This design comes from an exercise in tuning for small area and a short achievable clock period on the open sky130 flow, not from production work. Function was checked by simulation only, so behaviour that the tests miss may differ from the original. Power and IR drop assume default switching activity.

## flow/design.v (module list and top-level ports; edited modules follow where they fit)
// module incline_sat: 7 lines
// module desiredDrive: 392 lines
// module desiredDrive_reg: 836 lines
module desiredDrive_reg(
    input clk, rst_n,
    input [11:0] avg_torque,
    input [4:0] cadence,
    input not_pedaling,
    input [12:0] incline,
    input [2:0] scale,
    output logic [11:0] target_curr
);
  // ...
==> flow/flow/run.sh <==
#!/bin/bash
# Layout flow: the standard flow, except that Yosys's generic "synth -run fine:"
# step skips its early ABC pass (-noabc), so that extract_fa sees the RTL's full
# adders as written (without the input/output inversions the early ABC pass puts
# around them). Everything else (dfflibmap, the final ABC mapping, flatten,
# renaming, floorplan .. finish) is the standard flow unchanged.
set -euo pipefail
HERE=$(pwd)
# ORFS's synth.tcl with the one change
sed 's/synth -top \$::env(DESIGN_NAME) -run fine: {\*}\$synth_full_args/synth -top $::env(DESIGN_NAME) -run fine: -noabc {*}$synth_full_args/' \
    "$FLOW_HOME/scripts/synth.tcl" > "$HERE/synth_noabc.tcl"
grep -q -- '-run fine: -noabc' "$HERE/synth_noabc.tcl"
# The standard flow's synthesis wrapper, sourcing the changed synth.tcl
sed "s#source \$::env(SCRIPTS_DIR)/synth.tcl#source $HERE/synth_noabc.tcl#" synth_recipe.tcl > "$HERE/flow_synth.tcl"
grep -q "source $HERE/synth_noabc.tcl" "$HERE/flow_synth.tcl"
# The standard.sh, pointed at that wrapper
sed "s#SYNTH_SCRIPT=[^ ]*#SYNTH_SCRIPT=$HERE/flow_synth.tcl#" standard.sh > "$HERE/flow_standard.sh"
grep -q "SYNTH_SCRIPT=$HERE/flow_synth.tcl" "$HERE/flow_standard.sh"
bash "$HERE/flow_standard.sh" SETUP_SLACK_MARGIN=6.5 finish > "$HERE/flow_make.log" 2>&1
==> flow/standard.sh <==
#!/bin/bash
# synth_recipe.tcl (not shown) runs the flow's synth.tcl, then flattens the netlist and writes it again
# the make line also repeats each setting of config.mk as NAME=value (left out here)
make -C /OpenROAD-flow-scripts/flow DESIGN_CONFIG=/design/flow/config.mk WORK_HOME=/design/flow/orfs CLKGATE_MAP_FILE= SYNTH_SCRIPT=/design/flow/synth_recipe.tcl "${@:-finish}"
==> flow/config.mk <==
export PLATFORM = sky130hd
export DESIGN_NAME = desiredDrive_reg
export DESIGN_NICKNAME = desiredDrive_reg
export VERILOG_FILES = /design/flow/design.v
export SDC_FILE = /design/flow/constraint.sdc
export NUM_CORES = 4
export LEC_CHECK = 0
export CAP_MARGIN = 20
export CORE_MARGIN = 2
export CORE_UTILIZATION = 40
export SLEW_MARGIN = 20
==> flow/constraint.sdc <==
create_clock -name core_clock -period 13.0 [get_ports {clk}]
set_input_delay 2.6000 -clock core_clock [delete_from_list [all_inputs] [get_ports {clk}]]
set_output_delay 2.6000 -clock core_clock [all_outputs]
set_load 0.01 [all_outputs]
==> impl_metrics.yaml, run 1 <==
run_status:
  status: "finished clean"
setup_path:
  critPathKind: "input port to flop"
  cpMostUsedCell: "fa_1"
  required_ps: 13220
detailed_routing:
  viasPerCell: 5.18
clock_network:
  ctsHoldBuffers: 0
  cts.clk_slew.worst_paths_ps: 70
worst_hold_path:
  hold-path-endpoint: "target_curr[11]$_DFF_PN0_"
logic_synthesis:
  syn_nets: 1177
  muxShareOfSynthArea: 0
  yosysWarnings: 1
  post-synth-top-count-cell: "and2_1"
layout:
  seq_area_um2: 976
  final_common_cell: "and2_1"
  layout.nets: 1208
  sh_seq_area: 0.0944
  buf_share: 0.0508
  nFlopsAndLatches: 42
  num_antenna_cells: 0
pwr:
  leakage_uw: 0.00525
  powerSeq_uw: 302
  p_int_uw: 713
  power.group.top: "combinational cells"
timing:
  finalWorstSetupSlack_ps: 6660
  finalClockSkew_ps: 11.1
  fmax_mhz: 158
flow_run:
  maxCapViolCount: 0
==> run 2, diff against run 1 <==
--- a/flow/flow/run.sh
+++ b/flow/flow/run.sh
@@ -16,4 +16,4 @@
 # The standard.sh, pointed at that wrapper
 sed "s#SYNTH_SCRIPT=[^ ]*#SYNTH_SCRIPT=$HERE/flow_synth.tcl#" standard.sh > "$HERE/flow_standard.sh"
 grep -q "SYNTH_SCRIPT=$HERE/flow_synth.tcl" "$HERE/flow_standard.sh"
-bash "$HERE/flow_standard.sh" SETUP_SLACK_MARGIN=6.5 finish > "$HERE/flow_make.log" 2>&1
+bash "$HERE/flow_standard.sh" SETUP_SLACK_MARGIN=7.5 finish > "$HERE/flow_make.log" 2>&1
==> run 2 against run 1 <==
Effect of this change: critical endpoint is now ic_r[9]$_DFF_P_; still clean; largest cell class unchanged; clock power grew 12%; register-to-register slack better by 650 ps; first-iteration DRC count is 29% lower.
==> impl_metrics.yaml, run 2 <==
run_status:
  status: "finished clean"
worst_hold_path:
  min-delay-start: "ic_r[14]$_DFF_P_"
  hp-class: "flop to flop"
  hold-path-endpoint: "target_curr[11]$_DFF_PN0_"
  hold_path_depth: 5
floorplan:
  ios: 48
  die_height_um: 157
  die_w_um: 157
  die_area_um2: 24500
  rows: 55
  core_area_um2: 22800
  start_util: 0.409
logic_synthesis:
  synthTopCellsByCount: "270 x and2_1, 211 x fa_1, 75 x ha_1"
  post-synth-top-count-cell: "and2_1"
  ys_async_sr_fraction: 0.643
  synth-seq-cells: 42
  netlist_area_um2: 9310
  synthCells: 855
  yosysWarnings: 1
  syn_nets: 1177
  synth_area_leaders: "fa_1 45%, and2_1 18%, ha_1 10%"
  synth.distinct_cells: 50
  yosysTopAreaCell: "fa_1"
  synth_ff_type: "dfrtp_1"
  syn_avg_cell_area_um2: 10.9
  yosysTopAreaCellShare: 0.454
  synth.yosys.seq_area_share: 0.105
  synth_edf_count: 0
clock_network:
  cts.clk_slew.worst_paths_ps: 70
  cts.sinks: 42
  numCtsBuffers: 5
  clkLatencyLatePin_ps: 300
  cts_root_buffer: "clkbuf_16"
  clk_path_buf_depth: 2
  ctsHoldBuffers: 0
  cts_tree: "done"
  htree_levels: 2
global_routing:
  grt_max_degree: 28
  grt_overflow: 0
  antenna_found_initial: 0
  first_global_vias: 7206
  grt_pass1_wl_mm: 37.2
  grtUsageTotal: 0.198
timing:
  period_minus_slack_ps: 6140
  worstMarginPinSlew_ps: 612
  rsz0062_at_grt: "yes"
  setup_viol: 0
  fin_crit_sh: 0.473
  drv_slew: 0
  final-hold-violation-count: 0
  finalClockSkew_ps: 8.12
  finalWorstSetupSlack_ps: 6860
  tns_ps: 0
  max_slew_margin: 0.588
  fmax_mhz: 163
detailed_routing:
  wire_per_inst_um: 17.7
  dr.pass1.iters: 4
  viasPerCell: 5.17
  route.detailed.drc: 0
  ant_nets: 0
  routed_wl_mm: 21.7
  num_vias: 6345
  drt-initial-drc-count: 174
place:
  gp_congestion: 0.820
  dp.cells: 1184
  pre_cts_slack_ps: 5960
  dp_hpwl_mm: 16.3
  port_buffers: 47
pwr:
  leakage_uw: 0.00544
  power.total_uw: 1490
  p_per_area_nw_per_um2: 137
  ir_drop_uv: 104
setup_path:
  required_ps: 13190
  reg2reg_depth: 15
  reg2reg_slack_ps: 7540
  r2r-end: "target_curr[2]$_DFF_PN0_"
  critPathLaunchType: "input port"
  arrival_ps: 6330
  worstReg2RegStart: "ts_r[7]$_DFF_PN0_"
  crit_fanout: 8
  crit_path_end_kind: "flop"
  critPathKind: "input port to flop"
layout:
  instances_no_fill: 1228
  area_growth_syn_to_layout_pct: 17.0
  num_antenna_cells: 0
  drive_gt1_frac: 0.141
  layout.nets: 1236
  top_regs: "ic_r x15, ts_r x15, target_curr x12"
  final_common_cell: "and2_1"
  fillers: 2105
  final_cell_mix: "268 x and2_1, 208 x fa_1, 68 x ha_1, 32 x clkdlybuf4s50_1, 28 x buf_4"
flow_run:
  maxCapViolCount: 0
[run 2: cell counts after synthesis]
No cell type changed its count.
[run 2: logic make-up after synthesis]
kind of cell,share of synthesized area
AND/OR/NAND/NOR,0.248
adder cells (fa/ha/maj),0.554
AO/OA/AOI/OAI,0.0521
buffers and inverters,0.0169
flip-flops,0.105
XOR/XNOR,0.0235
[run 2: per-layer routing]
layer,global-route usage,part of all wire,vias to the layer above
li1,-,-,2895
met1,0.255,0.44,3313
met2,0.341,0.49,101
met3,0.0197,0.027,36
met4,0.0826,0.040,0
met5,0,0,-
[run 2: worst max path at each step]
stage | startpoint | end | cells after the start
after floorplan | incline[8] | ic_r[13]$_DFF_P_ | 14
after global placement | incline[8] | ic_r[13]$_DFF_P_ | 15
after detailed placement | incline[8] | ic_r[13]$_DFF_P_ | 13
after CTS | incline[8] | ic_r[13]$_DFF_P_ | 15
after global routing | incline[10] | ic_r[12]$_DFF_P_ | 16
final | incline[10] | ic_r[9]$_DFF_P_ | 15
[run 2: stage by stage]
| stage | util | area [µm²] | hold WS, ps |
|---|---|---|---|
| 2_1_floorplan | - | 9390 | 951 |
| 3_3_place_gp | 0.445 | 10100 | 1250 |
| 3_5_place_dp | 0.445 | 10100 | 1240 |
| 4_1_cts | 0.467 | 10600 | 1260 |
| 5_1_grt | 0.478 | 10900 | 1110 |
| 6_report | 0.478 | 10900 | 999 |
[run 2: cell type report]
cell class | instances | area (µm²) | share of cell area
repair buffers | 83 | 764 | 0.0702
clock buffers | 7 | 154 | 0.0141
well taps | 313 | 392 | 0.0359
inverters | 10 | 37.5 | 0.00344
multi-input cells | 772 | 8540 | 0.783
flip-flops and latches | 42 | 1010 | 0.0924
clock inverters | 1 | 6.26 | 0.000574
[run 2: what timing repair did]
item,in CTS,in global routing
cloned,2,0
setup buffers,25,9
resized for setup,99,50
pin swaps,34,22
endpoints found under the setup margin,34,29
[run 2: worst max-delay path: stages]
cell	delay, ps
buf_6	100
nor4_4	300
nor2_4	100
or2_4	250
and2_4	160
fa_1	540
fa_1	420
fa_1	550
ha_4	220
o21ai_2	60
a21oi_2	50
o41a_1	350
buf_4	160
fa_2	320
xor2_1	140
[run 2: power breakdown]
part	internal [µW]	leakage (µW)	switching, µW
combinational	505	0.00490	535
clock	83.3	0.0000796	59.0
sequential	185	0.000468	121
==> run 3, diff against run 2 <==
--- a/flow/flow/run.sh
+++ b/flow/flow/run.sh
@@ -16,4 +16,4 @@
 # The standard.sh, pointed at that wrapper
 sed "s#SYNTH_SCRIPT=[^ ]*#SYNTH_SCRIPT=$HERE/flow_synth.tcl#" standard.sh > "$HERE/flow_standard.sh"
 grep -q "SYNTH_SCRIPT=$HERE/flow_synth.tcl" "$HERE/flow_standard.sh"
-bash "$HERE/flow_standard.sh" SETUP_SLACK_MARGIN=7.5 finish > "$HERE/flow_make.log" 2>&1
+bash "$HERE/flow_standard.sh" SETUP_SLACK_MARGIN=7 finish > "$HERE/flow_make.log" 2>&1
==> run 3 against run 2 <==
Effect of this change: sequential share of layout area up 0.076 points; total power down 3.8%; synthesized cell count unchanged; cell count down 1.6%; via count down 2.1%; cell area down 3.4%; global-route usage down 0.29 points; register-to-register slack worse by 570 ps; clock skew down 2.5 ps; critical path type unchanged.
==> impl_metrics.yaml, run 3 <==
run_status:
  status: "finished clean"
layout:
  num_antenna_cells: 0
  final_common_cell: "and2_1"
  area_growth_syn_to_layout_pct: 13.0
  final_cell_mix: "268 x and2_1, 209 x fa_1, 70 x ha_1, 33 x clkdlybuf4s50_1, 31 x nor2_1"
  layout.nets: 1216
  drive_gt1_frac: 0.0793
  top_regs: "ic_r x15, ts_r x15, target_curr x12"
  fillers: 2146
setup_path:
  critPathLaunch: "incline[10]"
  reg2reg_depth: 15
  r2r-end: "target_curr[3]$_DFF_PN0_"
  reg2reg_slack_ps: 6970
  crit_path_end_kind: "flop"
  critPathKind: "input port to flop"
  worstReg2RegStart: "ic_r[13]$_DFF_P_"
  required_ps: 13180
  critPathLaunchType: "input port"
  crit_fanout: 8
  arrival_ps: 6350
pwr:
  leakage_uw: 0.00532
  ir_drop_uv: 71.7
  p_per_area_nw_per_um2: 136
  power.total_uw: 1430
global_routing:
  first_global_vias: 7144
  grt_max_degree: 28
  grtUsageTotal: 0.195
  grt_overflow: 0
  grt_pass1_wl_mm: 36.8
  antenna_found_initial: 1
timing:
  fin_crit_sh: 0.474
  worstMarginPinSlew_ps: 812
  max_slew_margin: 0.453
  drv_slew: 0
  tns_ps: 0
  rsz0062_at_grt: "yes"
  setup_viol: 0
  fmax_mhz: 162
  finalClockSkew_ps: 5.62
  period_minus_slack_ps: 6160
  final-hold-violation-count: 0
logic_synthesis:
  yosysTopAreaCellShare: 0.454
  yosysTopAreaCell: "fa_1"
  synth.yosys.seq_area_share: 0.105
  synthCells: 855
  netlist_area_um2: 9310
  syn_nets: 1177
  synth_ff_type: "dfrtp_1"
  synth-seq-cells: 42
  yosysWarnings: 1
  post-synth-top-count-cell: "and2_1"
  syn_avg_cell_area_um2: 10.9
  synth_edf_count: 0
  synthTopCellsByCount: "270 x and2_1, 211 x fa_1, 75 x ha_1"
  synth.distinct_cells: 50
  synth_area_leaders: "fa_1 45%, and2_1 18%, ha_1 10%"
  ys_async_sr_fraction: 0.643
floorplan:
  rows: 55
  die_w_um: 157
  die_area_um2: 24500
  die_height_um: 157
  start_util: 0.409
  ios: 48
  core_area_um2: 22800
detailed_routing:
  routed_wl_mm: 21.4
  wl_met3_um: 884
  num_vias: 6213
  dr.pass1.iters: 5
  wire_per_inst_um: 17.7
  drt-initial-drc-count: 192
  wirelength_met1_mm: 9.82
  dr.max_layer_used: "met4"
  viasPerCell: 5.14
  route.detailed.drc: 0
  ant_nets: 0
  wl_met2_mm: 10.3
clock_network:
  cts_root_buffer: "clkbuf_16"
  clkLatencyLatePin_ps: 300
  cts_tree: "done"
  ctsHoldBuffers: 0
  clk_path_buf_depth: 2
  cts.sinks: 42
  numCtsBuffers: 5
  htree_levels: 2
  cts.clk_slew.worst_paths_ps: 60
worst_hold_path:
  min-delay-start: "ts_r[14]$_DFF_PN0_"
  hold-path-endpoint: "target_curr[11]$_DFF_PN0_"
  hp-class: "flop to flop"
  hold_path_depth: 5
flow_run:
  maxCapViolCount: 0
place:
  gp_congestion: 0.819
  port_buffers: 47
  dp_hpwl_mm: 16.8
==> run 3: cell count changes in the layout (fill, tap and decap cells not counted), sizes merged <==
cell,delta
dlymetal6s2s,+2
inv,-1
clkbuf,+2
clkinv,+2
buf,-29
dlygate4sd2,+3
clkdlybuf4s50,+1
a2111oi,-1
clkinvlp,+1
==> run 3: metrics by stage <==
stage | std cells | hold slack, ps | utilization | worst slack [ps] | cell area (µm²)
global route | 1208 | 1360 | 0.462 | 6680 | 10500
global placement | 1185 | 1230 | 0.444 | 6040 | 10100
detailed placement | 1185 | 1200 | 0.444 | 5960 | 10100
floorplan | 855 | 951 | - | 6730 | 9350
finish | 1208 | 1230 | 0.462 | 6840 | 10500
CTS | 1208 | 1220 | 0.459 | 6670 | 10500
==> run 3: area by class of cell <==
cell class	count	area, µm²	area share
clock buffer	5	125	0.0119
clock inverter	3	16.3	0.00155
inverter	10	37.5	0.00357
multi-input combinational	771	8390	0.797
sequential	42	981	0.0932
tap	313	392	0.0372
timing repair buffer	64	581	0.0552
==> run 3: cells by family (layout without fill, tap and decap cells) <==
| family | count (synthesis) | in the layout | share of synthesized area |
|---|---|---|---|
| AO/OA/AOI/OAI | 66 | 66 | 0.0521 |
| XOR/XNOR | 25 | 25 | 0.0235 |
| adder cells (fa/ha/maj) | 286 | 286 | 0.554 |
| buffers and inverters | 42 | 82 | 0.0169 |
| flip-flops | 42 | 42 | 0.105 |
| AND/OR/NAND/NOR | 394 | 394 | 0.248 |
==> run 3: routing by layer <==
layer / track usage / vias up
met3: 0.0296 / 23
li1: - / 2859
met4: 0.0463 / 0
met5: 0 / -
met2: 0.329 / 112
met1: 0.265 / 3219
==> run 3: how the worst max path moves through the flow <==
stage,to,slack [ps],depth (start not counted)
4_1_cts,ic_r[13]$_DFF_P_,6670,15
6_report,ic_r[13]$_DFF_P_,6840,15
2_1_floorplan,ic_r[13]$_DFF_P_,6730,14
3_3_place_gp,ic_r[13]$_DFF_P_,6040,15
5_1_grt,ic_r[13]$_DFF_P_,6680,15
3_5_place_dp,ic_r[13]$_DFF_P_,5960,13
==> run 3: repair_timing <==
action,in CTS,in global routing
buffers inserted,14,0
pin swaps,22,12
setup endpoints to repair,24,24
gates resized for setup,52,22
gates cloned,1,0
endpoints found under the hold margin,0,0
==> run 3: worst max-delay path: stages <==
cell and delay (ps):
buf_8 100, nor4_4 300, nor2_4 110, or2_4 250
and2_4 160, fa_1 510, fa_1 420, fa_1 540
ha_4 210, o21ai_2 50, a21oi_2 50, o41a_1 480
a41o_1 250, o31ai_4 210, xnor2_1 100
==> run 3: power by group <==
group | internal, µW | switching (µW)
combinational | 462 | 545
sequential | 179 | 123
clock | 70.1 | 52.3
total | 711 | 721
==> run 4, diff against run 3 <==
--- a/flow/flow/run.sh
+++ b/flow/flow/run.sh
@@ -16,4 +16,4 @@
 # The standard.sh, pointed at that wrapper
 sed "s#SYNTH_SCRIPT=[^ ]*#SYNTH_SCRIPT=$HERE/flow_synth.tcl#" standard.sh > "$HERE/flow_standard.sh"
 grep -q "SYNTH_SCRIPT=$HERE/flow_synth.tcl" "$HERE/flow_standard.sh"
-bash "$HERE/flow_standard.sh" SETUP_SLACK_MARGIN=7 finish > "$HERE/flow_make.log" 2>&1
+bash "$HERE/flow_standard.sh" finish > "$HERE/flow_make.log" 2>&1
==> run 4 against run 3 <==
Effect of this change: still clean; synthesized area did not move; combinational power barely moved; setup slack got worse by 800 ps; sequential share of layout area rose by 0.23 points; total power fell by 1.3%; sequential power rose by 1%; cell count fell by 1.3%; clock power rose by 3%; first-iteration DRC count rose by 22%; utilization fell by 1.3 points; largest power group unchanged.
==> impl_metrics.yaml, run 4 <==
clock_network:
  clk_path_buf_depth: 2
  cts_setup_buffers: 0
  clkLatencyLatePin_ps: 280
  numCtsBuffers: 5
  ctsHoldBuffers: 0
  cts_tree: "done"
  cts_resized: 0
  cts_root_buffer: "clkbuf_16"
  htree_levels: 2
  cts.sinks: 42
  cts.clk_slew.worst_paths_ps: 60
layout:
  final_cell_mix: "270 x and2_1, 211 x fa_1, 75 x ha_1, 47 x clkdlybuf4s50_1, 33 x nor2_1"
  top_regs: "ic_r x15, ts_r x15, target_curr x12"
  seq_area_um2: 976
  fillers: 2190
  final_common_cell: "and2_1"
  layout.nets: 1200
  multi_input_area_um2: 8190
  num_antenna_cells: 0
  fin_area_um2: 10200
  drive_gt1_frac: 0.0193
  area_growth_syn_to_layout_pct: 9.77
place:
  placed_area_um2: 10100
  pre_cts_slack_ps: 5730
  gp_congestion: 0.804
  dp_hpwl_mm: 17.0
  port_buffers: 47
logic_synthesis:
  synth-seq-cells: 42
  post-synth-top-count-cell: "and2_1"
  synth.distinct_cells: 50
  synthTopCellsByCount: "270 x and2_1, 211 x fa_1, 75 x ha_1"
  syn_nets: 1177
  yosysWarnings: 1
  synth_edf_count: 0
  yosysTopAreaCell: "fa_1"
  syn_avg_cell_area_um2: 10.9
  synthCells: 855
  synth_area_leaders: "fa_1 45%, and2_1 18%, ha_1 10%"
  netlist_area_um2: 9310
  ys_async_sr_fraction: 0.643
  synth_ff_type: "dfrtp_1"
  yosysTopAreaCellShare: 0.454
  synth.yosys.seq_area_share: 0.105
setup_path:
  critPathLaunchType: "input port"
  arrival_ps: 7180
  crit_fanout: 8
  crit_path_end_kind: "flop"
  critPathKind: "input port to flop"
  required_ps: 13220
floorplan:
  core_area_um2: 22800
  die_w_um: 157
  start_util: 0.409
  rows: 55
  die_area_um2: 24500
  ios: 48
  die_height_um: 157
detailed_routing:
  drt-initial-drc-count: 234
  wire_per_inst_um: 18.1
  routed_wl_mm: 21.6
  dr.pass1.iters: 4
  ant_nets: 0
  route.detailed.drc: 0
  num_vias: 6128
  viasPerCell: 5.14
global_routing:
  grt_overflow: 0
  grt_max_degree: 28
  first_global_vias: 7041
  antenna_found_initial: 0
  grtUsageTotal: 0.196
  grt_pass1_wl_mm: 37.1
worst_hold_path:
  hp-class: "flop to flop"
timing:
  setup_viol: 0
  rsz0062_at_grt: "no"
  finalClockSkew_ps: 3.96
  finalWorstSetupSlack_ps: 6040
  fin_crit_sh: 0.536
  drv_slew: 0
  fmax_mhz: 144
  period_minus_slack_ps: 6960
  tns_ps: 0
  max_slew_margin: 0.322
  worstMarginPinSlew_ps: 1020
  final-hold-violation-count: 0
pwr:
  p_int_uw: 705
  p_per_area_nw_per_um2: 138
  power_frac_seq: 0.217
  switching_power_uw: 709
  pwr-share-comb: 0.694
  leakage_uw: 0.00519
  ir_drop_uv: 93.9
  clkPwrFrac: 0.089
  swShare: 0.502
run_status:
  status: "finished clean"
flow_run:
  maxCapViolCount: 0
run 4: cell counts after synthesis:
Identical to the previous run, type by type.
run 4: worst max-delay path, stage by stage:
cell             delay [ps]
clkdlybuf4s50_1         440
nor4_1                  290
nor2_1                  160
or2_0                   320
and2_1                  220
fa_1                    500
fa_1                    520
fa_1                    500
ha_1                    330
o21ai_0                  80
a21oi_1                  90
o41a_1                  380
a41o_1                  310
o31ai_2                 290
xnor2_1                 150
run 4: routing by layer:
layer	GRT usage	routed length, µm
met1	0.272	10100
met2	0.340	10700
met3	0.0202	610
met4	0.0358	265
met5	0	0
run 4: path summary, 6_finish.rpt:
kind	start	to	slack [ps]	cells after the start
min in group asynchronous	rst_n	target_curr[5]$_DFF_PN0_	2710	2
hold / removal	ts_r[14]$_DFF_PN0_	target_curr[11]$_DFF_PN0_	1260	5
setup reg to reg	ic_r[14]$_DFF_P_	target_curr[3]$_DFF_PN0_	7010	15
max in group asynchronous	rst_n	ts_r[1]$_DFF_PN0_	10000	2
setup / recovery	incline[8]	ic_r[13]$_DFF_P_	6040	15
hold reg to reg	ts_r[14]$_DFF_PN0_	target_curr[11]$_DFF_PN0_	1260	5
run 4: layout make-up:
class,instances,share of cell area
clock inverters,1,0.000490
repair buffers,48,0.0468
flip-flops and latches,42,0.0955
inverters,10,0.00367
multi-input cells,771,0.801
well taps,313,0.0383
clock buffers,7,0.0140
run 4: kinds of logic after synthesis:
logic type                 Yosys count  synth area share
AOI/OAI and AO/OA                   66            0.0521
xor gates and xnor gates            25            0.0235
adders and majority gates          286             0.554
buffers and inverters               42            0.0169
DFF                                 42             0.105
and+or+nand+nor                    394             0.248
run 4: through the flow:
| stage | utilization | std cells | power [µW] | hold WS [ps] |
|---|---|---|---|---|
| global route | 0.449 | 1192 | 1590 | 1390 |
| CTS | 0.449 | 1192 | 1430 | 1270 |
| detailed placement | 0.442 | 1184 | 1290 | 1250 |
| global placement | 0.442 | 1184 | 1280 | 1250 |
| floorplan | - | 855 | 957 | 951 |
| finish | 0.449 | 1192 | 1410 | 1260 |
run 4: power by group through the flow:
stage / Clock [µW] / Combinational [µW] / Sequential, µW
after floorplan: 0 / 744 / 213
final: 126 / 981 / 307
after global routing: 134 / 1140 / 316
after CTS: 130 / 993 / 307
after global placement: 0 / 974 / 308
after detailed placement: 0 / 984 / 309
==> run 5, diff against run 4 <==
--- a/flow/flow/run.sh
+++ b/flow/flow/run.sh
@@ -16,4 +16,4 @@
 # The standard.sh, pointed at that wrapper
 sed "s#SYNTH_SCRIPT=[^ ]*#SYNTH_SCRIPT=$HERE/flow_synth.tcl#" standard.sh > "$HERE/flow_standard.sh"
 grep -q "SYNTH_SCRIPT=$HERE/flow_synth.tcl" "$HERE/flow_standard.sh"
-bash "$HERE/flow_standard.sh" finish > "$HERE/flow_make.log" 2>&1
+bash "$HERE/flow_standard.sh" SETUP_SLACK_MARGIN=6.5 "BUFFER_PORTS_ARGS=-buffer_cell sky130_fd_sc_hd__buf_2" finish > "$HERE/flow_make.log" 2>&1
==> run 5 against run 4 <==
Effect of this change: critical path type unchanged; total power decreased by 1.1%; synthesized cell count did not move; sequential power decreased by 2%.
==> impl_metrics.yaml, run 5 <==
logic_synthesis:
  post-synth-top-count-cell: "and2_1"
  muxShareOfSynthArea: 0
  synth_ff_type: "dfrtp_1"
  synth_edf_count: 0
  yosysTopAreaCellShare: 0.454
  syn_nets: 1177
  syn_avg_cell_area_um2: 10.9
  synth-adder-area-share: 0.554
  synth_top_family_by_area: "adder cells"
  yosys.area_share.xor_xnor: 0.0235
  synth.yosys.seq_area_share: 0.105
  ys_async_sr_fraction: 0.643
  synthCells: 855
  netlist_area_um2: 9310
  synthTopCellsByCount: "270 x and2_1, 211 x fa_1, 75 x ha_1"
  yosysWarnings: 1
  synthSimpleGateAreaFrac: 0.248
  synth.distinct_cells: 50
  synth_area_leaders: "fa_1 45%, and2_1 18%, ha_1 10%"
  yosysTopAreaCell: "fa_1"
  synth-seq-cells: 42
  synth_compound_area_frac: 0.0521
setup_path:
  crit_end: "ic_r[14]$_DFF_P_"
  worstReg2RegStart: "ic_r[13]$_DFF_P_"
  crit_fanout: 8
  arrival_ps: 6520
  critPathLaunchType: "input port"
  critPathKind: "input port to flop"
  critPathMaxStageDelay_ps: 560
  critPathLaunch: "incline[8]"
  worstPathCellList: "buf_2 -> nor4_4 -> nor2_4 -> or2_4 -> and2_1 -> fa_1 -> fa_1 -> fa_1 -> ha_1 -> o41a_1 -> a41o_1 -> o31ai_4 -> o21bai_1"
  r2r-end: "target_curr[3]$_DFF_PN0_"
  reg2reg_depth: 15
  crit_path_end_kind: "flop"
  required_ps: 13170
  reg2reg_slack_ps: 6880
  cpMostUsedCell: "fa_1"
  crit_slowest_cell: "fa_1"
global_routing:
  grt_overflow: 0
  antenna_found_initial: 0
  grt_pass1_wl_mm: 36.3
  grt_max_degree: 28
  first_global_vias: 6735
  grtUsageTotal: 0.191
clock_network:
  htree_levels: 2
  cts.clk_slew.worst_paths_ps: 60
  numCtsBuffers: 5
  cts_root_buffer: "clkbuf_16"
  clkLatencyLatePin_ps: 290
  clk_path_buf_depth: 2
  cts.sinks: 42
  cts_tree: "done"
  ctsHoldBuffers: 0
layout:
  layout.nets: 1203
  area_growth_syn_to_layout_pct: 8.15
  num_antenna_cells: 0
  final_common_cell: "and2_1"
  top_regs: "ic_r x15, ts_r x15, target_curr x12"
  final_cell_mix: "270 x and2_1, 210 x fa_1, 73 x ha_1, 47 x buf_2, 32 x nor2_1"
  drive_gt1_frac: 0.0907
timing:
  rsz0062_at_grt: "no"
  period_minus_slack_ps: 6340
  fmax_mhz: 158
  worstMarginPinSlew_ps: 788
  finalClockSkew_ps: 5.83
  tns_ps: 0
  max_slew_margin: 0.471
  setup_viol: 0
  drv_slew: 0
  finalWorstSetupSlack_ps: 6660
  final-hold-violation-count: 0
  fin_crit_sh: 0.488
pwr:
  ir_drop_uv: 94.2
  p_per_area_nw_per_um2: 139
  leakage_uw: 0.00523
floorplan:
  start_util: 0.409
  die_w_um: 157
  die_height_um: 157
  die_area_um2: 24500
  ios: 48
  rows: 55
  core_area_um2: 22800
place:
  port_buffers: 47
  pre_cts_slack_ps: 6040
  dp_hpwl_mm: 16.9
  gp_congestion: 0.782
detailed_routing:
  dr.pass1.iters: 4
  num_vias: 6145
  viasPerCell: 5.14
  routed_wl_mm: 21.2
  ant_nets: 0
  wire_per_inst_um: 17.8
  route.detailed.drc: 0
  drt-initial-drc-count: 245
run_status:
  status: "finished clean"
worst_hold_path:
  hp-class: "flop to flop"
flow_run:
  maxCapViolCount: 0
[run 5: changes by cell type in the layout (fill, tap and decap cells not counted), moves of 2 or more]
cell,previous run,this run
or2_4,0,5
or2_0,8,2
ha_4,0,2
clkdlybuf4s50_1,47,0
ha_1,75,73
buf_4,1,4
buf_2,0,47
[run 5: area by class of cell]
type | count | area, µm²
multi-input combinational | 771 | 8260
sequential | 42 | 976
timing repair buffer | 51 | 265
tap | 313 | 392
fill | 2173 | 12700
inverter | 10 | 37.5
clock inverter | 3 | 18.8
clock buffer | 5 | 125
[run 5: logic make-up (layout without fill, tap and decap cells)]
family,count (synthesis),in the layout
XOR/XNOR,25,25
adder cells (fa/ha/maj),286,286
AO/OA/AOI/OAI,66,66
buffers and inverters,42,69
AND/OR/NAND/NOR,394,394
flip-flops,42,42
[run 5: metrics by stage]
stage / total power [µW] / hold slack, ps / cells / util / instance area [µm²]
6_report: 1400 / 1250 / 1195 / 0.442 / 10100
4_1_cts: 1400 / 1250 / 1194 / 0.439 / 10000
3_3_place_gp: 1250 / 1260 / 1184 / 0.431 / 9830
3_5_place_dp: 1260 / 1240 / 1184 / 0.431 / 9830
5_1_grt: 1570 / 1350 / 1195 / 0.442 / 10100
2_1_floorplan: 957 / 951 / 855 / - / 9310
[run 5: power by group]
| group | total, µW | switching (µW) | internal (µW) | leakage (µW) |
|---|---|---|---|---|
| Sequential | 302 | 123 | 179 | 0.000479 |
| Combinational | 971 | 531 | 440 | 0.00468 |
| Clock | 126 | 54.7 | 71.2 | 0.0000740 |
| Total | 1400 | 709 | 690 | 0.00523 |
[run 5: metal layers]
layer  part of all wire  vias up  wire length, µm  track usage
met5                  0        -                0            0
met4              0.011        0              233       0.0262
met3              0.038       14              815       0.0241
met2               0.49      116            10500        0.329
met1               0.46     3186             9680        0.265
li1                   -     2829                -            -
[run 5: worst max-delay path: cells and delay by family]
family	cells	cell delay (ps)
adder cells (fa/ha/maj)	4	1750
AND/OR/NAND/NOR	4	870
buffers and inverters	1	120
AO/OA/AOI/OAI	4	1160
[run 5: repair_timing]
action                     in CTS  in global routing
gates resized for setup         5                 16
setup endpoints to repair       4                  5
buffers inserted                2                  1
pin swaps                       8                 13
[run 5: how the worst min path moves through the flow]
stage / slack [ps] / startpoint / depth (start not counted) / to
5_1_grt: 1350 / ts_r[14]$_DFF_PN0_ / 5 / target_curr[11]$_DFF_PN0_
2_1_floorplan: 950 / ic_r[14]$_DFF_P_ / 5 / target_curr[11]$_DFF_PN0_
4_1_cts: 1250 / ts_r[14]$_DFF_PN0_ / 5 / target_curr[11]$_DFF_PN0_
3_5_place_dp: 1240 / ts_r[14]$_DFF_PN0_ / 5 / target_curr[11]$_DFF_PN0_
6_report: 1250 / ts_r[14]$_DFF_PN0_ / 5 / target_curr[11]$_DFF_PN0_
3_3_place_gp: 1260 / ts_r[14]$_DFF_PN0_ / 5 / target_curr[11]$_DFF_PN0_
==> run 6, diff against run 5 <==
==> flow/flow/run.sh (replaced) <==
#!/bin/bash
# Layout flow: the standard flow (standard.sh), with these changes:
#  - synthesis: Yosys's generic "synth -run fine:" step skips its early ABC
#    pass (-noabc), so that extract_fa sees the RTL's full adders as written
#    (without the input/output inversions that pass puts around them), and
#    extract_fa looks for full adders only (EXTRACT_FA_ARGS); the rest of
#    synthesis (dfflibmap, the final ABC mapping, flatten, renaming) is as in
#    the standard flow's synthesis;
#  - the port buffers are PORT_BUF cells;
#  - ORFS's timing repair aims for SETUP_SLACK_MARGIN ns of setup slack.
# The SDC, the clock period and every other step are the standard flow's.
set -euo pipefail
HERE=$(pwd)
EXTRACT_FA_ARGS=""
SETUP_MARGIN=6.0
PORT_BUF=sky130_fd_sc_hd__buf_1
# ORFS's synth.tcl with the changes
sed -e 's/synth -top \$::env(DESIGN_NAME) -run fine: {\*}\$synth_full_args/synth -top $::env(DESIGN_NAME) -run fine: -noabc {*}$synth_full_args/' \
    -e "s/extract_fa {\*}\[dont_use_extract_fa_args\]/extract_fa $EXTRACT_FA_ARGS/" \
    "$FLOW_HOME/scripts/synth.tcl" > "$HERE/synth_changed.tcl"
grep -q -- '-run fine: -noabc' "$HERE/synth_changed.tcl"
grep -q -- "^ *extract_fa $EXTRACT_FA_ARGS\$" "$HERE/synth_changed.tcl"
# The standard flow's synthesis wrapper, sourcing the changed synth.tcl
sed "s#source \$::env(SCRIPTS_DIR)/synth.tcl#source $HERE/synth_changed.tcl#" synth_recipe.tcl > "$HERE/flow_synth.tcl"
grep -q "source $HERE/synth_changed.tcl" "$HERE/flow_synth.tcl"
# The standard.sh, pointed at that wrapper
sed "s#SYNTH_SCRIPT=[^ ]*#SYNTH_SCRIPT=$HERE/flow_synth.tcl#" standard.sh > "$HERE/flow_standard.sh"
grep -q "SYNTH_SCRIPT=$HERE/flow_synth.tcl" "$HERE/flow_standard.sh"
bash "$HERE/flow_standard.sh" SETUP_SLACK_MARGIN=$SETUP_MARGIN \
    "BUFFER_PORTS_ARGS=-buffer_cell $PORT_BUF" finish > "$HERE/flow_make.log" 2>&1
==> run 6 against run 5 <==
Effect of this change: flip-flop and latch count is the same; non-clock buffer count shrank 2; sequential share of layout area grew 0.12 points; clock power grew 8%; register-to-register slack lost 40 ps; synthesized cell count is the same; routed wire length grew 0.39%; largest cell class unchanged; highest routed layer unchanged.
==> impl_metrics.yaml, run 6 <==
pwr:
  pwr-share-comb: 0.686
  ir_drop_uv: 91.9
  clkPwrFrac: 0.097
  p_int_uw: 684
  leakage_uw: 0.00508
  switching_power_uw: 713
  swShare: 0.510
  p_per_area_nw_per_um2: 140
  power_frac_seq: 0.217
layout:
  layout.nets: 1201
  fin_area_um2: 9950
  drive_gt1_frac: 0.0205
  top_regs: "ic_r x15, ts_r x15, target_curr x12"
  num_antenna_cells: 0
  final_cell_mix: "270 x and2_1, 211 x fa_1, 75 x ha_1, 47 x buf_1, 33 x nor2_1"
  area_growth_syn_to_layout_pct: 6.82
  final_common_cell: "and2_1"
  fillers: 2179
detailed_routing:
  wire_per_inst_um: 17.9
  routed_wl_mm: 21.3
  viasPerCell: 5.18
  dr.pass1.iters: 4
  ant_nets: 0
  num_vias: 6180
  route.detailed.drc: 0
  drt-initial-drc-count: 256
place:
  port_buffers: 47
  gp_congestion: 0.805
  placed_area_um2: 9780
  pre_cts_slack_ps: 6100
  dp_hpwl_mm: 16.7
logic_synthesis:
  synthCells: 855
  synth_area_leaders: "fa_1 45%, and2_1 18%, ha_1 10%"
  yosysWarnings: 1
  synth_ff_type: "dfrtp_1"
  syn_nets: 1177
  yosysTopAreaCell: "fa_1"
  yosysTopAreaCellShare: 0.454
  syn_avg_cell_area_um2: 10.9
  ys_async_sr_fraction: 0.643
  netlist_area_um2: 9310
  synth_edf_count: 0
  synthTopCellsByCount: "270 x and2_1, 211 x fa_1, 75 x ha_1"
  post-synth-top-count-cell: "and2_1"
  synth-seq-cells: 42
  synth.yosys.seq_area_share: 0.105
  synth.distinct_cells: 50
timing:
  hold_slack_ps: 1230
  finalClockSkew_ps: 5.27
  drv_slew: 0
  rsz0062_at_grt: "no"
  finalWorstSetupSlack_ps: 6420
  max_slew_margin: 0.370
  fin_crit_sh: 0.506
  period_minus_slack_ps: 6580
  fmax_mhz: 152
  final-hold-violation-count: 0
  tns_ps: 0
  worstMarginPinSlew_ps: 939
  setup_viol: 0
clock_network:
  numCtsBuffers: 5
  clkLatencyLatePin_ps: 300
  cts.sinks: 42
  clk_path_buf_depth: 2
  htree_levels: 2
  cts_tree: "done"
  cts.clk_slew.worst_paths_ps: 60
  cts_setup_buffers: 0
  cts_resized: 0
  cts_root_buffer: "clkbuf_16"
  ctsHoldBuffers: 0
floorplan:
  die_area_um2: 24500
  start_util: 0.409
  rows: 55
  ios: 48
  die_height_um: 157
  die_w_um: 157
  core_area_um2: 22800
worst_hold_path:
  hp-class: "flop to flop"
  hold-path-endpoint: "target_curr[11]$_DFF_PN0_"
  hold_path_depth: 5
  min-delay-start: "ts_r[14]$_DFF_PN0_"
flow_run:
  maxCapViolCount: 0
setup_path:
  critPathLaunchType: "input port"
  arrival_ps: 6800
  crit_slowest_cell: "fa_1"
  critPathTopFamily: "adder cells"
  path_buf_inv: 1
  reg2reg_depth: 15
  crit_fanout: 8
  crit_path_end_kind: "flop"
  r2r-end: "target_curr[4]$_DFF_PN0_"
  cpMostUsedCell: "fa_1"
  critPathLaunch: "incline[8]"
  reg2reg_slack_ps: 6840
  critPathMaxStageDelay_ps: 510
  worstReg2RegStart: "ic_r[13]$_DFF_P_"
  required_ps: 13230
  worstPathCellList: "buf_1 -> nor4_1 -> nor2_1 -> or2_0 -> and2_1 -> fa_1 -> fa_1 -> fa_1 -> ha_1 -> o21ai_0 -> a21oi_1 -> o41a_1 -> a41o_1 -> o31ai_2 -> xnor2_1"
  critPathKind: "input port to flop"
global_routing:
  grt_pass1_wl_mm: 37.1
  grt_overflow: 0
  first_global_vias: 7126
  grtUsageTotal: 0.196
  antenna_found_initial: 0
  grt_max_degree: 28
run_status:
  status: "finished clean"
run 6: kinds of logic after synthesis:
group / after synthesis / share of synthesized area
compound gates: 66 / 0.0521
xor+xnor: 25 / 0.0235
fa+ha+maj: 286 / 0.554
buf+inv: 42 / 0.0169
flops: 42 / 0.105
simple gates: 394 / 0.248
run 6: per-layer routing:
layer	part of all wire	wire length, µm	GRT usage
met1	0.44	9420	0.257
met5	0	0	0
met2	0.50	10700	0.345
met4	0.022	460	0.0511
met3	0.033	697	0.0233
run 6: worst max-delay path by stage:
stage | cells after the start | endpoint
global placement | 15 | ic_r[13]$_DFF_P_
CTS | 15 | ic_r[13]$_DFF_P_
global route | 15 | ic_r[13]$_DFF_P_
floorplan | 14 | ic_r[13]$_DFF_P_
finish | 15 | ic_r[13]$_DFF_P_
detailed placement | 15 | ic_r[13]$_DFF_P_
run 6: area by class of cell:
type / count / area [µm²] / share of cell area
clock inverters: 1 / 6.26 / 0.000629
flip-flops and latches: 42 / 976 / 0.0981
multi-input cells: 771 / 8190 / 0.823
inverters: 10 / 37.5 / 0.00377
clock buffers: 7 / 154 / 0.0155
well taps: 313 / 392 / 0.0394
repair buffers: 49 / 191 / 0.0192
run 6: through the flow:
stage,instances,utilization,total power [µW]
3_3_place_gp,1184,0.429,1250
6_report,1193,0.437,1400
4_1_cts,1192,0.436,1410
3_5_place_dp,1184,0.429,1260
5_1_grt,1193,0.437,1560
2_1_floorplan,855,-,957
run 6: worst reg2reg max path, delay by kind of cell, from the launching register on:
| family | cells | cell delay (ps) |
|---|---|---|
| flops | 1 | 670 |
| fa+ha+maj | 7 | 3130 |
| compound gates | 6 | 1980 |
| simple gates | 2 | 300 |
run 6: power by group through the flow:
stage | sequential (µW) | clock [µW] | combinational (µW)
after floorplan | 213 | 0 | 744
after global placement | 308 | 0 | 946
after detailed placement | 306 | 0 | 959
after CTS | 304 | 141 | 969
after global routing | 312 | 145 | 1100
final | 303 | 136 | 958
==> run 7, diff against run 6 <==
--- a/flow/flow/run.sh
+++ b/flow/flow/run.sh
@@ -12,7 +12,7 @@
 set -euo pipefail
 HERE=$(pwd)
 EXTRACT_FA_ARGS=""
-SETUP_MARGIN=6.0
+SETUP_MARGIN=6.8
 PORT_BUF=sky130_fd_sc_hd__buf_1
 # ORFS's synth.tcl with the changes
 sed -e 's/synth -top \$::env(DESIGN_NAME) -run fine: {\*}\$synth_full_args/synth -top $::env(DESIGN_NAME) -run fine: -noabc {*}$synth_full_args/' \
==> run 7 against run 6 <==
Effect of this change: flip-flop and latch count did not move; utilization grew 0.98 points; sequential share of layout area fell by 0.14 points; via count is 0.68% higher; total power increased by 2.7%; sequential power is 2% higher; non-clock buffer count rose by 13; clock power fell by 4%; die area unchanged; cell area is 2.3% higher; largest cell class unchanged; highest routed layer unchanged.
==> impl_metrics.yaml, run 7 <==
global_routing:
  grt_pass1_wl_mm: 37.4
  grtUsageTotal: 0.198
  first_global_vias: 7084
  grt_overflow: 0
  met2_usage: 0.346
  grt.busiest_layer: "met2"
  use_met1: 0.267
  use_met3: 0.0219
  grt_max_degree: 28
  antenna_found_initial: 0
layout:
  seq_area_um2: 983
  final_cell_mix: "267 x and2_1, 210 x fa_1, 72 x ha_1, 44 x buf_1, 31 x nor2_1"
  multi_input_area_um2: 8290
  fillers: 2157
  area_growth_syn_to_layout_pct: 9.23
  top_regs: "ic_r x15, ts_r x15, target_curr x12"
  drive_gt1_frac: 0.0649
  num_antenna_cells: 0
  layout.nets: 1214
  final_common_cell: "and2_1"
clock_network:
  ctsHoldBuffers: 0
  clkLatencyLatePin_ps: 300
  cts.clk_slew.worst_paths_ps: 70
  numCtsBuffers: 5
  cts_tree: "done"
  htree_levels: 2
  clk_path_buf_depth: 2
  cts_root_buffer: "clkbuf_16"
  cts.sinks: 42
setup_path:
  crit_path_end_kind: "flop"
  required_ps: 13180
  crit_slowest_cell: "fa_1"
  cpMostUsedCell: "fa_1"
  arrival_ps: 6360
  critPathLaunchType: "input port"
  crit_fanout: 8
  worstPathCellList: "buf_6 -> nor4_4 -> nor2_4 -> or2_4 -> and2_4 -> fa_1 -> fa_1 -> fa_1 -> ha_4 -> o21ai_2 -> a21oi_2 -> o41a_1 -> buf_6 -> fa_2 -> xor2_1"
  critPathKind: "input port to flop"
  critPathMaxStageDelay_ps: 530
floorplan:
  ios: 48
  core_area_um2: 22800
  rows: 55
  start_util: 0.409
  die_w_um: 157
  die_area_um2: 24500
  die_height_um: 157
timing:
  finalClockSkew_ps: 13.5
  rsz0062_at_grt: "yes"
  drv_slew: 0
  worstMarginPinSlew_ps: 724
  max_slew_margin: 0.517
  finalWorstSetupSlack_ps: 6820
  tns_ps: 0
  final-hold-violation-count: 0
  fmax_mhz: 162
  fin_crit_sh: 0.475
  period_minus_slack_ps: 6180
  setup_viol: 0
pwr:
  power_frac_seq: 0.215
  pwr-share-comb: 0.694
  swShare: 0.501
  leakage_uw: 0.00517
  ir_drop_uv: 85.4
  p_int_uw: 715
  p_per_area_nw_per_um2: 141
  switching_power_uw: 719
  clkPwrFrac: 0.091
place:
  port_buffers: 47
  gp_congestion: 0.815
  pre_cts_slack_ps: 6310
  dp_hpwl_mm: 16.8
logic_synthesis:
  synth.yosys.seq_area_share: 0.105
  yosysTopAreaCellShare: 0.454
  netlist_area_um2: 9310
  synth_edf_count: 0
  post-synth-top-count-cell: "and2_1"
  syn_avg_cell_area_um2: 10.9
  synthTopCellsByCount: "270 x and2_1, 211 x fa_1, 75 x ha_1"
  synth_area_leaders: "fa_1 45%, and2_1 18%, ha_1 10%"
  yosysWarnings: 1
  synthCells: 855
  synth_ff_type: "dfrtp_1"
  synth-seq-cells: 42
  synth.distinct_cells: 50
  ys_async_sr_fraction: 0.643
  syn_nets: 1177
  yosysTopAreaCell: "fa_1"
detailed_routing:
  route.detailed.drc: 0
  num_vias: 6222
  viasPerCell: 5.16
  routed_wl_mm: 21.7
  drt-initial-drc-count: 287
  ant_nets: 0
  dr.pass1.iters: 4
  wire_per_inst_um: 18.0
run_status:
  status: "finished clean"
worst_hold_path:
  hp-class: "flop to flop"
flow_run:
  maxCapViolCount: 0
==> run 7: worst max-delay path: cells and delay by family <==
| family | cells | cell delay, ps |
|---|---|---|
| adder cells (fa/ha/maj) | 5 | 1990 |
| AND/OR/NAND/NOR | 4 | 850 |
| AO/OA/AOI/OAI | 3 | 520 |
| buffers and inverters | 2 | 240 |
| XOR/XNOR | 1 | 140 |
==> run 7: power by group through the flow <==
stage	registers [µW]	logic, µW	clock network (µW)
detailed placement	306	934	0
floorplan	213	746	0
CTS	305	971	136
global placement	308	917	0
global route	315	1140	141
finish	308	996	130
==> run 7: cells by family (layout without fill, tap and decap cells) <==
family	Yosys count	count (layout)	share of synthesized area
flip-flops	42	42	0.105
AO/OA/AOI/OAI	66	66	0.0521
AND/OR/NAND/NOR	394	394	0.248
buffers and inverters	42	80	0.0169
XOR/XNOR	25	25	0.0235
adder cells (fa/ha/maj)	286	286	0.554
==> run 7: per-stage QoR <==
stage	util	hold slack [ps]	cell area (µm²)	instances	total power [µW]
after global placement	0.430	1260	9800	1184	1230
after floorplan	-	951	9350	855	959
final	0.447	1090	10200	1206	1430
after detailed placement	0.430	1260	9800	1184	1240
after CTS	0.443	1280	10100	1202	1410
after global routing	0.447	1180	10200	1206	1600
==> run 7: final timing paths <==
check	from	to	slack, ps	cells after the start
worst max-delay path	incline[10]	ic_r[9]$_DFF_P_	6820	15
worst min-delay path	ic_r[14]$_DFF_P_	target_curr[11]$_DFF_PN0_	1090	5
worst max register to register	ts_r[0]$_DFF_PN0_	target_curr[1]$_DFF_PN0_	7190	16
worst min register to register	ic_r[14]$_DFF_P_	target_curr[11]$_DFF_PN0_	1090	5
max in group asynchronous	rst_n	ts_r[1]$_DFF_PN0_	10130	1
min in group asynchronous	rst_n	target_curr[5]$_DFF_PN0_	2340	1
==> run 7: layout make-up <==
type / count / share of cell area
multi-input cells: 771 / 0.815
repair buffers: 62 / 0.0319
clock inverters: 1 / 0.000492
inverters: 10 / 0.00369
clock buffers: 7 / 0.0140
well taps: 313 / 0.0385
flip-flops and latches: 42 / 0.0967
==> run 7: per-layer routing <==
| layer | part of all wire | vias up |
|---|---|---|
| met5 | 0 | - |
| met4 | 0.011 | 0 |
| met3 | 0.031 | 16 |
| met2 | 0.51 | 107 |
| met1 | 0.45 | 3258 |
| li1 | - | 2841 |
==> run 7: timing repair <==
| item | in CTS | in global routing |
|---|---|---|
| gates resized for setup | 15 | 17 |
| endpoints found under the setup margin | 6 | 20 |
| buffers inserted | 10 | 4 |
| pin swaps | 14 | 15 |
==> run 8, diff against run 7 <==
--- a/flow/flow/run.sh
+++ b/flow/flow/run.sh
@@ -12,7 +12,7 @@
 set -euo pipefail
 HERE=$(pwd)
 EXTRACT_FA_ARGS=""
-SETUP_MARGIN=6.8
+SETUP_MARGIN=7.0
 PORT_BUF=sky130_fd_sc_hd__buf_1
 # ORFS's synth.tcl with the changes
 sed -e 's/synth -top \$::env(DESIGN_NAME) -run fine: {\*}\$synth_full_args/synth -top $::env(DESIGN_NAME) -run fine: -noabc {*}$synth_full_args/' \
==> run 8 against run 7 <==
Effect of this change: sequential share of layout area grew 0.17 points; synthesized cell count is the same; die area is the same; utilization grew 0.25 points; cell area grew 0.57%; fmax grew 0.62%; routed wire length shrank 3.3%; synthesized area is the same; first-iteration DRC count grew 1.4%; critical path type unchanged; largest power group unchanged.
==> impl_metrics.yaml, run 8 <==
logic_synthesis:
  synth_edf_count: 0
  synthCells: 855
  synth.distinct_cells: 50
  synthSimpleGateAreaFrac: 0.248
  yosys.area_share.xor_xnor: 0.0235
  synth.yosys.seq_area_share: 0.105
  synth_area_leaders: "fa_1 45%, and2_1 18%, ha_1 10%"
  muxShareOfSynthArea: 0
  synth-adder-area-share: 0.554
  post-synth-top-count-cell: "and2_1"
  synthTopCellsByCount: "270 x and2_1, 211 x fa_1, 75 x ha_1"
  ys_async_sr_fraction: 0.643
  synth_compound_area_frac: 0.0521
  synth_ff_type: "dfrtp_1"
  synth_top_family_by_area: "adder cells"
  yosysTopAreaCellShare: 0.454
  synth-seq-cells: 42
  netlist_area_um2: 9310
  syn_avg_cell_area_um2: 10.9
  syn_nets: 1177
  yosysWarnings: 1
  yosysTopAreaCell: "fa_1"
pwr:
  leakage_uw: 0.00518
  p_per_area_nw_per_um2: 144
  ir_drop_uv: 93.6
timing:
  finalClockSkew_ps: 7.99
  rsz0062_at_grt: "yes"
  period_minus_slack_ps: 6140
  worstMarginPinSlew_ps: 771
  fmax_mhz: 163
  fin_crit_sh: 0.472
  drv_slew: 0
  tns_ps: 0
  hold_slack_ps: 1090
  final-hold-violation-count: 0
  setup_viol: 0
  max_slew_margin: 0.480
floorplan:
  die_area_um2: 24500
  die_height_um: 157
  ios: 48
  core_area_um2: 22800
  die_w_um: 157
  rows: 55
  start_util: 0.409
worst_hold_path:
  hp-class: "flop to flop"
  min-delay-start: "ic_r[14]$_DFF_P_"
layout:
  area_growth_syn_to_layout_pct: 9.85
  final_common_cell: "and2_1"
  fillers: 2148
  seq_area_um2: 1010
  num_antenna_cells: 0
  fin_area_um2: 10200
  final_util: 0.449
  layout.nets: 1211
  top_regs: "ic_r x15, ts_r x15, target_curr x12"
  multi_input_area_um2: 8310
  drive_gt1_frac: 0.0899
  final_cell_mix: "267 x and2_1, 210 x fa_1, 72 x ha_1, 41 x buf_1, 31 x nor2_1"
place:
  dp_hpwl_mm: 16.4
  gp_congestion: 0.831
  port_buffers: 47
  placed_area_um2: 9810
clock_network:
  clk_path_buf_depth: 2
  clkLatencyLatePin_ps: 300
  cts.clk_slew.worst_paths_ps: 60
  cts_root_buffer: "clkbuf_16"
  ctsHoldBuffers: 0
  cts.sinks: 42
  cts_tree: "done"
  numCtsBuffers: 5
  htree_levels: 2
detailed_routing:
  dr.pass1.iters: 5
  routed_wl_mm: 21.0
  num_vias: 6195
  wire_per_inst_um: 17.5
  drt-initial-drc-count: 291
  viasPerCell: 5.15
  route.detailed.drc: 0
  ant_nets: 0
flow_run:
  maxCapViolCount: 0
setup_path:
  critPathKind: "input port to flop"
  critPathLaunchType: "input port"
  critPathLaunch: "incline[9]"
  crit_fanout: 8
  arrival_ps: 6320
  crit_path_end_kind: "flop"
  worstReg2RegStart: "ts_r[0]$_DFF_PN0_"
  required_ps: 13180
global_routing:
  grt_max_degree: 28
  grtUsageTotal: 0.192
  grt_pass1_wl_mm: 36.4
  grt_overflow: 0
  first_global_vias: 6847
  antenna_found_initial: 0
run_status:
  status: "finished clean"
## run 8: cell count changes in the layout (fill, tap and decap cells not counted), moves of 2 or more
cell       delta
buf_6         -6
buf_1         -3
clkbuf_2      +3
bufinv_16     +2
buf_4         +2
dfrtp_1       -8
dfrtp_2       +8
dfxtp_1      -10
dfxtp_2      +10
## run 8: power breakdown
part	switching [µW]	leakage, µW	internal, µW
Combinational	553	0.00462	451
Sequential	123	0.000462	184
Clock	55.4	0.0000940	110
## run 8: final timing paths
kind                                              to  slack [ps]  cells past startpoint
max                                 ic_r[13]$_DFF_P_        6860                     15
min                        target_curr[11]$_DFF_PN0_        1090                      5
max reg2reg                 target_curr[4]$_DFF_PN0_        7190                     15
min reg2reg                target_curr[11]$_DFF_PN0_        1090                      5
max in group asynchronous          ts_r[4]$_DFF_PN0_       10420                      2
min in group asynchronous   target_curr[5]$_DFF_PN0_        2280                      2
## run 8: critical path: stages
cell,delay [ps]
buf_8,100
nor4_4,300
nor2_4,100
or2_4,280
and2_4,160
fa_1,510
fa_1,430
fa_1,540
ha_4,210
o21ai_2,60
a21oi_2,60
o41a_1,340
a41o_1,280
o31ai_4,250
xnor2_1,90
## run 8: final cells by class
class,instances,area share
repair buffers,59,0.0284
inverters,10,0.00367
clock inverters,3,0.00673
flip-flops and latches,42,0.0983
multi-input cells,771,0.812
well taps,313,0.0383
clock buffers,5,0.0122
## run 8: kinds of logic (layout without fill, tap and decap cells)
family,count (synthesis),count (layout)
buf+inv,42,77
flops,42,42
xor+xnor,25,25
simple gates,394,394
compound gates,66,66
fa+ha+maj,286,286
## run 8: through the flow
| step | cells | power (µW) | worst slack, ps |
|---|---|---|---|
| after floorplan | 855 | 959 | 6730 |
| after global placement | 1185 | 1240 | 6410 |
| after detailed placement | 1185 | 1250 | 6350 |
| after CTS | 1200 | 1460 | 6840 |
| after global routing | 1203 | 1640 | 6730 |
| final | 1203 | 1480 | 6860 |
## run 8: timing repair
action                                  in CTS  in global routing
gates resized for setup                     25                 30
pin swaps                                   10                  7
buffers inserted                             7                  3
endpoints found under the setup margin      19                 20
## run 8: layer usage
metal  up-vias  global-route usage  part of all wire  wire length (µm)
met2       107               0.310              0.47              9820
li1       2843                   -                 -                 -
met5         -                   0                 0                 0
met1      3221               0.277              0.48             10000
met3        24              0.0169             0.033               699
met4         0              0.0537             0.022               452
==> run 9, diff against run 8 <==
--- a/flow/flow/run.sh
+++ b/flow/flow/run.sh
@@ -12,7 +12,7 @@
 set -euo pipefail
 HERE=$(pwd)
 EXTRACT_FA_ARGS=""
-SETUP_MARGIN=7.0
+SETUP_MARGIN=7.3
 PORT_BUF=sky130_fd_sc_hd__buf_1
 # ORFS's synth.tcl with the changes
 sed -e 's/synth -top \$::env(DESIGN_NAME) -run fine: {\*}\$synth_full_args/synth -top $::env(DESIGN_NAME) -run fine: -noabc {*}$synth_full_args/' \
==> run 9 against run 8 <==
Effect of this change: sequential power about the same; still clean on timing, DRC and antenna; critical path depth is the same; synthesized cell count did not move; clock skew up 4.3 ps; via count is 0.73% higher; synthesized area stayed put; register-to-register slack improved by 240 ps; largest power group unchanged; hold slack better by 28 ps; setup slack got worse by 41 ps; global-route usage is 0.23 points higher; clock power is about 20% lower; critical endpoint is now ic_r[9]$_DFF_P_.
==> impl_metrics.yaml, run 9 <==
timing:
  fin_crit_sh: 0.475
  finalClockSkew_ps: 12.3
  period_minus_slack_ps: 6180
  setup_viol: 0
  final-hold-violation-count: 0
  drv_slew: 0
  max_slew_margin: 0.585
  tns_ps: 0
  rsz0062_at_grt: "yes"
  worstMarginPinSlew_ps: 622
  fmax_mhz: 162
pwr:
  p_per_area_nw_per_um2: 137
  leakage_uw: 0.00528
  ir_drop_uv: 85.8
global_routing:
  grt_overflow: 0
  grt_pass1_wl_mm: 36.6
  first_global_vias: 7013
  antenna_found_initial: 0
  grtUsageTotal: 0.194
  grt_max_degree: 28
detailed_routing:
  dr.pass1.iters: 4
  route.detailed.drc: 0
  viasPerCell: 5.13
  routed_wl_mm: 21.6
  drt-initial-drc-count: 240
  num_vias: 6240
  ant_nets: 0
  wire_per_inst_um: 17.7
place:
  dp_hpwl_mm: 16.5
  gp_congestion: 0.801
  dp.cells: 1184
  port_buffers: 47
layout:
  num_antenna_cells: 0
  final_cell_mix: "268 x and2_1, 209 x fa_1, 71 x ha_1, 36 x buf_1, 30 x nor2_1"
  final_util: 0.459
  layout.nets: 1225
  instances_no_fill: 1217
  final_common_cell: "and2_1"
  drive_gt1_frac: 0.118
  area_growth_syn_to_layout_pct: 12.3
  top_regs: "ic_r x15, ts_r x15, target_curr x12"
clock_network:
  numCtsBuffers: 5
  cts.sinks: 42
  cts_tree: "done"
  clk_path_buf_depth: 2
  cts_root_buffer: "clkbuf_16"
  ctsHoldBuffers: 0
  clkLatencyLatePin_ps: 300
  htree_levels: 2
  cts.clk_slew.worst_paths_ps: 70
worst_hold_path:
  hp-class: "flop to flop"
setup_path:
  critPathMaxStageDelay_ps: 560
  crit_slowest_cell: "fa_1"
  critPathLaunchType: "input port"
  critPathTopFamily: "adder cells"
  crit_fanout: 8
  crit_path_end_kind: "flop"
  cpMostUsedCell: "fa_1"
  worstPathCellList: "buf_8 -> nor4_4 -> nor2_4 -> or2_4 -> and2_4 -> fa_1 -> fa_1 -> fa_1 -> ha_4 -> o21ai_2 -> a21oi_2 -> o41a_1 -> buf_4 -> fa_2 -> xor2_1"
  required_ps: 13180
  path_buf_inv: 2
  critPathKind: "input port to flop"
  arrival_ps: 6360
logic_synthesis:
  synth_edf_count: 0
  syn_nets: 1177
  netlist_area_um2: 9310
  yosysWarnings: 1
  yosysTopAreaCell: "fa_1"
  synth_area_leaders: "fa_1 45%, and2_1 18%, ha_1 10%"
  syn_avg_cell_area_um2: 10.9
  post-synth-top-count-cell: "and2_1"
  yosysTopAreaCellShare: 0.454
  ys_async_sr_fraction: 0.643
  synth.distinct_cells: 50
  synth_ff_type: "dfrtp_1"
  synth.yosys.seq_area_share: 0.105
  synthCells: 855
  synthTopCellsByCount: "270 x and2_1, 211 x fa_1, 75 x ha_1"
  synth-seq-cells: 42
floorplan:
  start_util: 0.409
  rows: 55
  core_area_um2: 22800
  die_height_um: 157
  die_area_um2: 24500
  ios: 48
  die_w_um: 157
run_status:
  status: "finished clean"
flow_run:
  maxCapViolCount: 0
run 9: cell types whose count changed in the layout (fill, tap and decap cells not counted), moves of 4 or more:
cell / previous run / this run
buf_4: 12 / 25
buf_1: 41 / 36
dfxtp_2: 13 / 8
buf_6: 1 / 5
dfxtp_1: 2 / 6
run 9: final timing paths:
path | start | endpoint | slack (ps) | cells after the start
hold reg to reg | ic_r[14]$_DFF_P_ | target_curr[11]$_DFF_PN0_ | 1120 | 5
max in group asynchronous | rst_n | ts_r[2]$_DFF_PN0_ | 10390 | 2
hold / removal | ic_r[14]$_DFF_P_ | target_curr[11]$_DFF_PN0_ | 1120 | 5
setup / recovery | incline[10] | ic_r[9]$_DFF_P_ | 6820 | 15
min in group asynchronous | rst_n | target_curr[1]$_DFF_PN0_ | 2280 | 2
setup reg to reg | ic_r[9]$_DFF_P_ | target_curr[7]$_DFF_PN0_ | 7430 | 14
run 9: logic make-up after synthesis:
kind of cell | after synthesis | share of synthesized area
AND/OR/NAND/NOR | 394 | 0.248
adder cells (fa/ha/maj) | 286 | 0.554
AO/OA/AOI/OAI | 66 | 0.0521
buffers and inverters | 42 | 0.0169
flip-flops | 42 | 0.105
XOR/XNOR | 25 | 0.0235
run 9: power breakdown:
| part | switching (µW) | leakage (µW) | total [µW] | internal, µW |
|---|---|---|---|---|
| clock network | 60.1 | 0.0000741 | 132 | 71.5 |
| registers | 123 | 0.000466 | 306 | 183 |
| logic | 532 | 0.00474 | 1000 | 468 |
| total | 715 | 0.00528 | 1440 | 723 |
run 9: worst reg2reg max path, stage by stage (launching register included):
cell,delay [ps]
dfxtp_1,720
and2_1,250
fa_1,420
fa_1,460
fa_1,420
fa_1,580
fa_1,420
ha_1,330
a21oi_1,370
nand2_1,150
nor3_1,230
o21ai_0,270
a31oi_1,450
a21oi_1,160
o311ai_1,250
run 9: final cells by class:
type                    count  area, µm²
clock inverters             3       20.0
flip-flops and latches     42       1000
inverters                  10       37.5
clock buffers               5        125
multi-input cells         771       8430
fillers                  2154      12300
well taps                 313        392
repair buffers             73        454
run 9: stage by stage:
step	total power, µW	setup WS (ps)	hold slack (ps)	instance area [µm²]
CTS	1400	6810	1260	10100
global placement	1210	6420	1230	9820
detailed placement	1220	6350	1240	9820
floorplan	959	6730	951	9360
finish	1440	6820	1120	10500
global route	1600	6700	1190	10500
run 9: metal layers:
metal,track usage,vias to the layer above,share of wire
li1,-,2871,-
met1,0.257,3277,0.44
met2,0.348,79,0.52
met3,0.0222,13,0.027
met4,0.0328,0,0.0095
met5,0,-,0
run 9: timing repair:
item                       4_1_cts  5_1_grt
gates cloned                     0        2
buffers inserted                 6       16
pin swaps                       12       22
setup endpoints to repair       26       28
resized for setup               21       81
==> run 10, diff against run 9 <==
--- a/flow/flow/run.sh
+++ b/flow/flow/run.sh
@@ -12,7 +12,7 @@
 set -euo pipefail
 HERE=$(pwd)
 EXTRACT_FA_ARGS=""
-SETUP_MARGIN=7.3
+SETUP_MARGIN=6.5
 PORT_BUF=sky130_fd_sc_hd__buf_1
 # ORFS's synth.tcl with the changes
 sed -e 's/synth -top \$::env(DESIGN_NAME) -run fine: {\*}\$synth_full_args/synth -top $::env(DESIGN_NAME) -run fine: -noabc {*}$synth_full_args/' \
==> run 10 against run 9 <==
Effect of this change: non-clock buffer count down 23; total power fell by 2.2%; synthesized area did not move; flip-flop and latch count unchanged; cell count fell by 1.9%; first-iteration DRC count stayed put; count of clock-buffer cells in the layout up 1; global-route usage down 0.29 points; highest routed layer unchanged.
==> impl_metrics.yaml, run 10 <==
run_status:
  status: "finished clean"
timing:
  fin_crit_sh: 0.490
  fmax_mhz: 157
  tns_ps: 0
  final-hold-violation-count: 0
layout:
  final_cell_mix: "269 x and2_1, 211 x fa_1, 74 x ha_1, 45 x buf_1, 32 x nor2_1"
  final_common_cell: "and2_1"
  top_regs: "ic_r x15, ts_r x15, target_curr x12"
  drive_gt1_frac: 0.0375
  instances_no_fill: 1194
  num_antenna_cells: 0
logic_synthesis:
  post-synth-top-count-cell: "and2_1"
  ys_async_sr_fraction: 0.643
  synth.distinct_cells: 50
  synth_ff_type: "dfrtp_1"
  synthTopCellsByCount: "270 x and2_1, 211 x fa_1, 75 x ha_1"
  synth_area_leaders: "fa_1 45%, and2_1 18%, ha_1 10%"
  yosysTopAreaCellShare: 0.454
floorplan:
  die_height_um: 157
  core_area_um2: 22800
  rows: 55
  start_util: 0.409
worst_hold_path:
  hold-path-endpoint: "target_curr[11]$_DFF_PN0_"
  hp-class: "flop to flop"
setup_path:
  critPathLaunchType: "input port"
  worstReg2RegStart: "ic_r[13]$_DFF_P_"
  required_ps: 13180
  reg2reg_depth: 15
  crit_slowest_cell: "fa_1"
  crit_fanout: 8
  critPathKind: "input port to flop"
  critPathMaxStageDelay_ps: 550
  r2r-end: "target_curr[3]$_DFF_PN0_"
  reg2reg_slack_ps: 6960
  crit_path_end_kind: "flop"
global_routing:
  grt_max_degree: 28
  grtUsageTotal: 0.191
  first_global_vias: 6828
  grt_pass1_wl_mm: 36.4
pwr:
  leakage_uw: 0.00511
  ir_drop_uv: 85.4
detailed_routing:
  dr.pass1.iters: 5
  routed_wl_mm: 21.1
  viasPerCell: 5.14
place:
  dp_hpwl_mm: 16.8
  port_buffers: 47
clock_network:
  cts.sinks: 42
  htree_levels: 2
flow_run:
  maxCapViolCount: 0
-- run 10: cell counts after synthesis --
Identical to the previous run, type by type.
-- run 10: how the worst max path moves through the flow --
stage               cells after the start                to  startpoint  slack [ps]
detailed placement                     15  ic_r[13]$_DFF_P_  incline[8]        6100
CTS                                    15  ic_r[13]$_DFF_P_  incline[8]        6520
finish                                 15  ic_r[13]$_DFF_P_  incline[9]        6630
floorplan                              14  ic_r[13]$_DFF_P_  incline[8]        6510
global route                           15  ic_r[13]$_DFF_P_  incline[9]        6460
global placement                       15  ic_r[13]$_DFF_P_  incline[8]        6160
-- run 10: power by group --
group          switching [µW]  internal (µW)
Sequential                123            179
Combinational             535            426
Clock                    58.4           84.3
-- run 10: per-stage QoR --
stage | area, µm² | hold WS (ps) | power (µW) | utilization | setup slack (ps)
finish | 10000 | 1240 | 1410 | 0.441 | 6630
global route | 10000 | 1360 | 1580 | 0.441 | 6460
CTS | 9960 | 1260 | 1410 | 0.437 | 6520
detailed placement | 9780 | 1230 | 1250 | 0.429 | 6100
global placement | 9780 | 1240 | 1250 | 0.429 | 6160
floorplan | 9310 | 951 | 957 | - | 6510
-- run 10: worst max-delay path: cells and delay by family --
family	cells	cell delay, ps
adders and majority gates	4	1740
AOI/OAI and AO/OA	5	1110
and+or+nand+nor	4	890
buffers and inverters	1	100
xor gates and xnor gates	1	100
-- run 10: final cells by class --
| class | count | area [µm²] |
|---|---|---|
| Tap cell | 313 | 392 |
| Multi-Input combinational cell | 771 | 8250 |
| Inverter | 10 | 37.5 |
| Clock inverter | 2 | 18.8 |
| Sequential cell | 42 | 976 |
| Clock buffer | 6 | 150 |
| Timing Repair Buffer | 50 | 214 |
| Fill cell | 2175 | 12700 |
-- run 10: what timing repair did --
item                                    CTS  global route
gates resized for setup                   4            21
hold buffers                              0             0
setup buffers                             0             1
pin swaps                                 1            11
endpoints found under the setup margin    2             7
-- run 10: kinds of logic after synthesis --
family | Yosys count | synth area share
AO/OA/AOI/OAI | 66 | 0.0521
XOR/XNOR | 25 | 0.0235
adder cells (fa/ha/maj) | 286 | 0.554
buffers and inverters | 42 | 0.0169
flip-flops | 42 | 0.105
AND/OR/NAND/NOR | 394 | 0.248
-- run 10: per-layer routing --
metal  routed length [µm]  vias up  track usage
li1                     -     2822            -
met4                  237        0       0.0271
met2                10400      111        0.331
met5                    0        -            0
met3                  712       14       0.0169
met1                 9690     3189        0.268

Check on run 10: ideal ports give 6.635 ns setup slack; a clkbuf_16 on the clock port and buf_2 on the inputs give 6.633 ns; moving port delays by the midpoint clock arrival (0.325 ns) as well gives 6.308 ns.
